From an optimization exercise on the open Yosys and OpenROAD flow, aimed at small area and a short achievable clock period; shortcuts taken in it are not production practice.
RTL that was checked went through simulation tests only; none was proved equivalent to the original.
Power is estimated from default activity; no workload was simulated.

==> flow/design.v <==
`timescale 1ns / 1ps
module FIFO(clk, rst, wr_en, rd_en, buf_in, buf_out, buf_empty, buf_full, fifo_counter);
input clk, rst, wr_en, rd_en;
input [7:0] buf_in;
output [7:0] buf_out;
output buf_empty, buf_full;
output [6:0] fifo_counter;
reg [7:0] buf_out;
reg buf_full;
reg not_empty;             
wire buf_empty = ~not_empty;
reg [6:0] fifo_counter;
reg [7:0] mem [0:63];
reg [7:0] sel_lo;
wire do_wr = wr_en & ~buf_full;
wire do_rd = rd_en & not_empty;
wire inc = do_wr & ~do_rd;
wire dec = do_rd & ~do_wr;
integer i;
always @(posedge clk) begin
    if (do_wr) begin
        mem[0] <= buf_in;
        for (i = 1; i < 64; i = i + 1)
            mem[i] <= mem[i-1];
    end
end
wire [7:0] lo0, sel_hi;
fifo_dec3 u_dlo (.a(fifo_counter[2:0]), .y(lo0));
fifo_dec3 u_dhi (.a(fifo_counter[5:3]), .y(sel_hi));
wire [7:0] lo_up = {lo0[6:0], lo0[7]};
wire [7:0] lo_dn = {lo0[0], lo0[7:1]};
always @(posedge clk) begin
    sel_lo <= inc ? lo_up : dec ? lo_dn : lo0;
end
wire [7:0] grp [0:7];
genvar g;
generate
    for (g = 0; g < 8; g = g + 1) begin : gm
        fifo_mux8 u_m (.sel(sel_lo),
            .d0(mem[(g*8+0+63)%64]), .d1(mem[(g*8+1+63)%64]), .d2(mem[(g*8+2+63)%64]), .d3(mem[(g*8+3+63)%64]),
            .d4(mem[(g*8+4+63)%64]), .d5(mem[(g*8+5+63)%64]), .d6(mem[(g*8+6+63)%64]), .d7(mem[(g*8+7+63)%64]),
            .y(grp[g]));
    end
endgenerate
wire [7:0] out_next;
fifo_mux9 u_mt (.sel(sel_hi & {8{do_rd}}), .hold(~do_rd),
    .d0(grp[0]), .d1(grp[1]), .d2(grp[2]), .d3(grp[3]),
    .d4(grp[4]), .d5(grp[5]), .d6(grp[6]), .d7(grp[7]), .d8(buf_out),
    .y(out_next));
always @(posedge clk or posedge rst) begin
    if (rst)
        buf_out <= 8'd0;
    else
        buf_out <= out_next;
end
wire [6:0] all1, all0;
wire full_up, ne_dn;
fifo_cnt_pre u_pre (.cnt(fifo_counter), .all1(all1), .all0(all0), .full_up(full_up), .ne_dn(ne_dn));
wire [6:0] tgl = ({7{inc}} & all1) | ({7{dec}} & all0);
always @(posedge clk or posedge rst) begin
    if (rst) begin
        fifo_counter <= 7'd0;
        not_empty <= 1'b0;
        buf_full <= 1'b0;
    end else begin
        fifo_counter <= fifo_counter ^ tgl;
        if (inc) begin
            not_empty <= 1'b1;
            buf_full <= full_up;
        end else if (dec) begin
            not_empty <= ne_dn;
            buf_full <= 1'b0;
        end
    end
end
endmodule
module fifo_dec3(a, y);
input [2:0] a;
output [7:0] y;
assign y = 8'd1 << a;
endmodule
module fifo_mux8(sel, d0, d1, d2, d3, d4, d5, d6, d7, y);
input [7:0] sel;
input [7:0] d0, d1, d2, d3, d4, d5, d6, d7;
output [7:0] y;
assign y = ({8{sel[0]}} & d0) | ({8{sel[1]}} & d1) | ({8{sel[2]}} & d2) | ({8{sel[3]}} & d3)
         | ({8{sel[4]}} & d4) | ({8{sel[5]}} & d5) | ({8{sel[6]}} & d6) | ({8{sel[7]}} & d7);
endmodule
module fifo_mux9(sel, hold, d0, d1, d2, d3, d4, d5, d6, d7, d8, y);
input [7:0] sel;
input hold;
input [7:0] d0, d1, d2, d3, d4, d5, d6, d7, d8;
output [7:0] y;
assign y = ({8{sel[0]}} & d0) | ({8{sel[1]}} & d1) | ({8{sel[2]}} & d2) | ({8{sel[3]}} & d3)
         | ({8{sel[4]}} & d4) | ({8{sel[5]}} & d5) | ({8{sel[6]}} & d6) | ({8{sel[7]}} & d7)
         | ({8{hold}} & d8);
endmodule
module fifo_cnt_pre(cnt, all1, all0, full_up, ne_dn);
input [6:0] cnt;
output [6:0] all1, all0;
output full_up, ne_dn;
genvar k;
assign all1[0] = 1'b1;
assign all0[0] = 1'b1;
generate
    for (k = 1; k < 7; k = k + 1) begin : pre
        assign all1[k] = &cnt[k-1:0];
        assign all0[k] = ~|cnt[k-1:0];
    end
endgenerate
assign full_up = (cnt == 7'd63);
assign ne_dn = (cnt != 7'd1);
endmodule
==> flow/config.mk <==
export PLATFORM = sky130hd
export DESIGN_NAME = FIFO
export DESIGN_NICKNAME = FIFO
export VERILOG_FILES = /design/flow/design.v
export SDC_FILE = /design/flow/constraint.sdc
export NUM_CORES = 4
export LEC_CHECK = 0
export CAP_MARGIN = 20
export CORE_MARGIN = 2
export CORE_UTILIZATION = 65
export CTS_BUF_LIST = sky130_fd_sc_hd__clkbuf_16
export CTS_CLUSTER_DIAMETER = 100
export CTS_CLUSTER_SIZE = 30
export SETUP_SLACK_MARGIN = 2.85
export SLEW_MARGIN = 20
export SYNTH_HIERARCHICAL = 1
export SYNTH_MINIMUM_KEEP_SIZE = 0
==> flow/constraint.sdc <==
create_clock -name core_clock -period 5.0 [get_ports {clk}]
set_input_delay 1.0000 -clock core_clock [delete_from_list [all_inputs] [get_ports {clk}]]
set_output_delay 1.0000 -clock core_clock [all_outputs]
set_load 0.01 [all_outputs]
run.sh (not shown) runs the stock make flow with config.mk's settings and CLKGATE_MAP_FILE= SYNTH_SCRIPT=/design/flow/synth_recipe.tcl, a recipe that flattens the netlist after the stock synthesis.
Change:
--- a/flow/design.v
+++ b/flow/design.v
@@ -10,9 +10,9 @@
 reg not_empty;             
 wire buf_empty = ~not_empty;
 reg [6:0] fifo_counter;
 reg [7:0] mem [0:63];
-reg [7:0] sel_lo;
+reg [7:0] sel_lo, sel_hi;
 wire do_wr = wr_en & ~buf_full;
 wire do_rd = rd_en & not_empty;
 wire inc = do_wr & ~do_rd;
 wire dec = do_rd & ~do_wr;
@@ -23,15 +23,18 @@
         for (i = 1; i < 64; i = i + 1)
             mem[i] <= mem[i-1];
     end
 end
-wire [7:0] lo0, sel_hi;
+wire [7:0] lo0, hi0;
 fifo_dec3 u_dlo (.a(fifo_counter[2:0]), .y(lo0));
-fifo_dec3 u_dhi (.a(fifo_counter[5:3]), .y(sel_hi));
+fifo_dec3 u_dhi (.a(fifo_counter[5:3]), .y(hi0));
 wire [7:0] lo_up = {lo0[6:0], lo0[7]};
 wire [7:0] lo_dn = {lo0[0], lo0[7:1]};
+wire [7:0] hi_up = lo0[7] ? {hi0[6:0], hi0[7]} : hi0;
+wire [7:0] hi_dn = lo0[0] ? {hi0[0], hi0[7:1]} : hi0;
 always @(posedge clk) begin
     sel_lo <= inc ? lo_up : dec ? lo_dn : lo0;
+    sel_hi <= inc ? hi_up : dec ? hi_dn : hi0;
 end
 wire [7:0] grp [0:7];
 genvar g;
 generate
@@ -52,23 +55,23 @@
         buf_out <= 8'd0;
     else
         buf_out <= out_next;
 end
-wire [6:0] all1, all0;
+wire [6:0] cnt_up, cnt_dn;
 wire full_up, ne_dn;
-fifo_cnt_pre u_pre (.cnt(fifo_counter), .all1(all1), .all0(all0), .full_up(full_up), .ne_dn(ne_dn));
-wire [6:0] tgl = ({7{inc}} & all1) | ({7{dec}} & all0);
+fifo_step u_step (.cnt(fifo_counter), .up(cnt_up), .dn(cnt_dn), .full_up(full_up), .ne_dn(ne_dn));
 always @(posedge clk or posedge rst) begin
     if (rst) begin
         fifo_counter <= 7'd0;
         not_empty <= 1'b0;
         buf_full <= 1'b0;
     end else begin
-        fifo_counter <= fifo_counter ^ tgl;
         if (inc) begin
+            fifo_counter <= cnt_up;
             not_empty <= 1'b1;
             buf_full <= full_up;
         end else if (dec) begin
+            fifo_counter <= cnt_dn;
             not_empty <= ne_dn;
             buf_full <= 1'b0;
         end
     end
@@ -94,20 +97,13 @@
 assign y = ({8{sel[0]}} & d0) | ({8{sel[1]}} & d1) | ({8{sel[2]}} & d2) | ({8{sel[3]}} & d3)
          | ({8{sel[4]}} & d4) | ({8{sel[5]}} & d5) | ({8{sel[6]}} & d6) | ({8{sel[7]}} & d7)
          | ({8{hold}} & d8);
 endmodule
-module fifo_cnt_pre(cnt, all1, all0, full_up, ne_dn);
+module fifo_step(cnt, up, dn, full_up, ne_dn);
 input [6:0] cnt;
-output [6:0] all1, all0;
+output [6:0] up, dn;
 output full_up, ne_dn;
-genvar k;
-assign all1[0] = 1'b1;
-assign all0[0] = 1'b1;
-generate
-    for (k = 1; k < 7; k = k + 1) begin : pre
-        assign all1[k] = &cnt[k-1:0];
-        assign all0[k] = ~|cnt[k-1:0];
-    end
-endgenerate
+assign up = cnt + 7'd1;
+assign dn = cnt - 7'd1;
 assign full_up = (cnt == 7'd63);
 assign ne_dn = (cnt != 7'd1);
 endmodule
=>
- The changed run completed without violations
- sequential share of layout area fell by 2.2 points
- hold slack loses 0.013 ns
- die area rose by a few percent
- setup slack loses 0.0051 ns
- maximum frequency barely changes
- first-iteration DRC count fell by a few percent
- via count rose by a few percent
- cell count rose by a few percent
- power rose by a few percent
- non-clock buffer count rose by 5
- count of clock-buffer cells in the layout rose by 2
- cell area rose by a few percent
- area after synthesis rose by a few percent
The RTL of the second run of this note was laid out without a check of its function.

---

FIFO, a different RTL version from the one above (not shown whole).
Size in the first run: ~1100 cells after synthesis, ~29 I/O pins, ~20000 µm² of cells after synthesis.
==> module FIFO, before the edit <==
module FIFO(clk, rst, wr_en, rd_en, buf_in, buf_out, buf_empty, buf_full, fifo_counter);
input clk, rst, wr_en, rd_en;
input [7:0] buf_in;
output [7:0] buf_out;
output buf_empty, buf_full;
output [6:0] fifo_counter;
reg [7:0] buf_out;
reg buf_full;
reg not_empty;             
wire buf_empty = ~not_empty;
reg [6:0] fifo_counter;
reg [7:0] mem [0:63];
reg [7:0] sel_lo;
wire do_wr = wr_en & ~buf_full;
wire do_rd = rd_en & not_empty;
wire inc = do_wr & ~do_rd;
wire dec = do_rd & ~do_wr;
integer i;
always @(posedge clk) begin
    if (do_wr) begin
        mem[0] <= buf_in;
        for (i = 1; i < 64; i = i + 1)
            mem[i] <= mem[i-1];
    end
end
wire [7:0] lo0, sel_hi;
fifo_dec3 u_dlo (.a(fifo_counter[2:0]), .y(lo0));
fifo_dec3 u_dhi (.a(fifo_counter[5:3]), .y(sel_hi));
wire [7:0] lo_up = {lo0[6:0], lo0[7]};
wire [7:0] lo_dn = {lo0[0], lo0[7:1]};
always @(posedge clk) begin
    sel_lo <= inc ? lo_up : dec ? lo_dn : lo0;
end
wire [7:0] grp [0:7];
genvar g;
generate
    for (g = 0; g < 8; g = g + 1) begin : gm
        fifo_mux8 u_m (.sel(sel_lo),
            .d0(mem[(g*8+0+63)%64]), .d1(mem[(g*8+1+63)%64]), .d2(mem[(g*8+2+63)%64]), .d3(mem[(g*8+3+63)%64]),
            .d4(mem[(g*8+4+63)%64]), .d5(mem[(g*8+5+63)%64]), .d6(mem[(g*8+6+63)%64]), .d7(mem[(g*8+7+63)%64]),
            .y(grp[g]));
    end
endgenerate
wire [7:0] out_next;
fifo_mux9 u_mt (.sel(sel_hi & {8{do_rd}}), .hold(~do_rd),
    .d0(grp[0]), .d1(grp[1]), .d2(grp[2]), .d3(grp[3]),
    .d4(grp[4]), .d5(grp[5]), .d6(grp[6]), .d7(grp[7]), .d8(buf_out),
    .y(out_next));
always @(posedge clk or posedge rst) begin
    if (rst)
        buf_out <= 8'd0;
    else
        buf_out <= out_next;
end
always @(posedge clk or posedge rst) begin
    if (rst) begin
        fifo_counter <= 7'd0;
        not_empty <= 1'b0;
        buf_full <= 1'b0;
    end else begin
        if (inc) begin
            fifo_counter <= fifo_counter + 7'd1;
            not_empty <= 1'b1;
            buf_full <= (fifo_counter == 7'd63);
        end else if (dec) begin
            fifo_counter <= fifo_counter - 7'd1;
            not_empty <= (fifo_counter != 7'd1);
            buf_full <= 1'b0;
        end
    end
end
endmodule
Settings: LEC_CHECK=0, CAP_MARGIN=20, CORE_MARGIN=2, CORE_UTILIZATION=65, CTS_BUF_LIST=sky130_fd_sc_hd__clkbuf_16, CTS_CLUSTER_DIAMETER=100, CTS_CLUSTER_SIZE=30, SETUP_SLACK_MARGIN=2.85, SLEW_MARGIN=20, SYNTH_HIERARCHICAL=1, SYNTH_MINIMUM_KEEP_SIZE=0; clock period 5.0 ns.
Rerun with:
--- a/flow/design.v
+++ b/flow/design.v
@@ -8,32 +8,35 @@
 reg [7:0] buf_out;
 reg buf_full;
 reg not_empty;             
 wire buf_empty = ~not_empty;
 reg [6:0] fifo_counter;
 reg [7:0] mem [0:63];
-reg [7:0] sel_lo;
+reg [7:0] sel_lo, sel_hi;
 wire do_wr = wr_en & ~buf_full;
 wire do_rd = rd_en & not_empty;
 wire inc = do_wr & ~do_rd;
 wire dec = do_rd & ~do_wr;
 integer i;
 always @(posedge clk) begin
     if (do_wr) begin
         mem[0] <= buf_in;
         for (i = 1; i < 64; i = i + 1)
             mem[i] <= mem[i-1];
     end
 end
-wire [7:0] lo0, sel_hi;
+wire [7:0] lo0, hi0;
 fifo_dec3 u_dlo (.a(fifo_counter[2:0]), .y(lo0));
-fifo_dec3 u_dhi (.a(fifo_counter[5:3]), .y(sel_hi));
+fifo_dec3 u_dhi (.a(fifo_counter[5:3]), .y(hi0));
 wire [7:0] lo_up = {lo0[6:0], lo0[7]};
 wire [7:0] lo_dn = {lo0[0], lo0[7:1]};
+wire [7:0] hi_up = lo0[7] ? {hi0[6:0], hi0[7]} : hi0;
+wire [7:0] hi_dn = lo0[0] ? {hi0[0], hi0[7:1]} : hi0;
 always @(posedge clk) begin
     sel_lo <= inc ? lo_up : dec ? lo_dn : lo0;
+    sel_hi <= inc ? hi_up : dec ? hi_dn : hi0;
 end
 wire [7:0] grp [0:7];
 genvar g;
 generate
     for (g = 0; g < 8; g = g + 1) begin : gm
         fifo_mux8 u_m (.sel(sel_lo),
Count of clock-buffer cells in the layout went up by 2.
Worst hold slack loses 0.028 ns.
Cell count grows by about 3%.
Wire length came out higher by 2.4%.
Sequential cell count rises by 8.
No functional check of the RTL was part of the first run of this note.

what the ideal ports hide:
Ports are ideal in the flow. The routed layouts listed here were re-timed in OpenROAD. Step 1 sets driving cells, clkbuf_16 on the clock port and buf_2 on the other inputs (assumed; they add their load-dependent delay and slew). Step 2 moves the port delays by t, midway between the first and last clock arrival at a register: inputs arrive t later, outputs are due t later. That takes back most of the time a late clock gives input paths. Slacks: no drivers / after step 1 / after step 2; pairs: no drivers / after step 1.
| run | t, ns | setup slack, ns | latest minus earliest clock arrival (ns) |
|---|---|---|---|
| the first run of note 1 | 0.595 | 2.836 / 2.785 / 2.271 | 0.025 / 0.026 |
| the second run of note 1 | 0.607 | 2.831 / 2.778 / 2.286 | 0.026 / 0.026 |
| the first run of note 2 | 0.597 | 2.793 / 2.739 / 2.217 | 0.016 / 0.016 |
| the second run of note 2 | 0.595 | 2.821 / 2.769 / 2.286 | 0.036 / 0.037 |
After both steps every run listed still meets setup and hold. For the first run of note 2, which loses most, drivers alone change the setup slack by -0.054 ns; drivers and shift together by -0.576 ns.
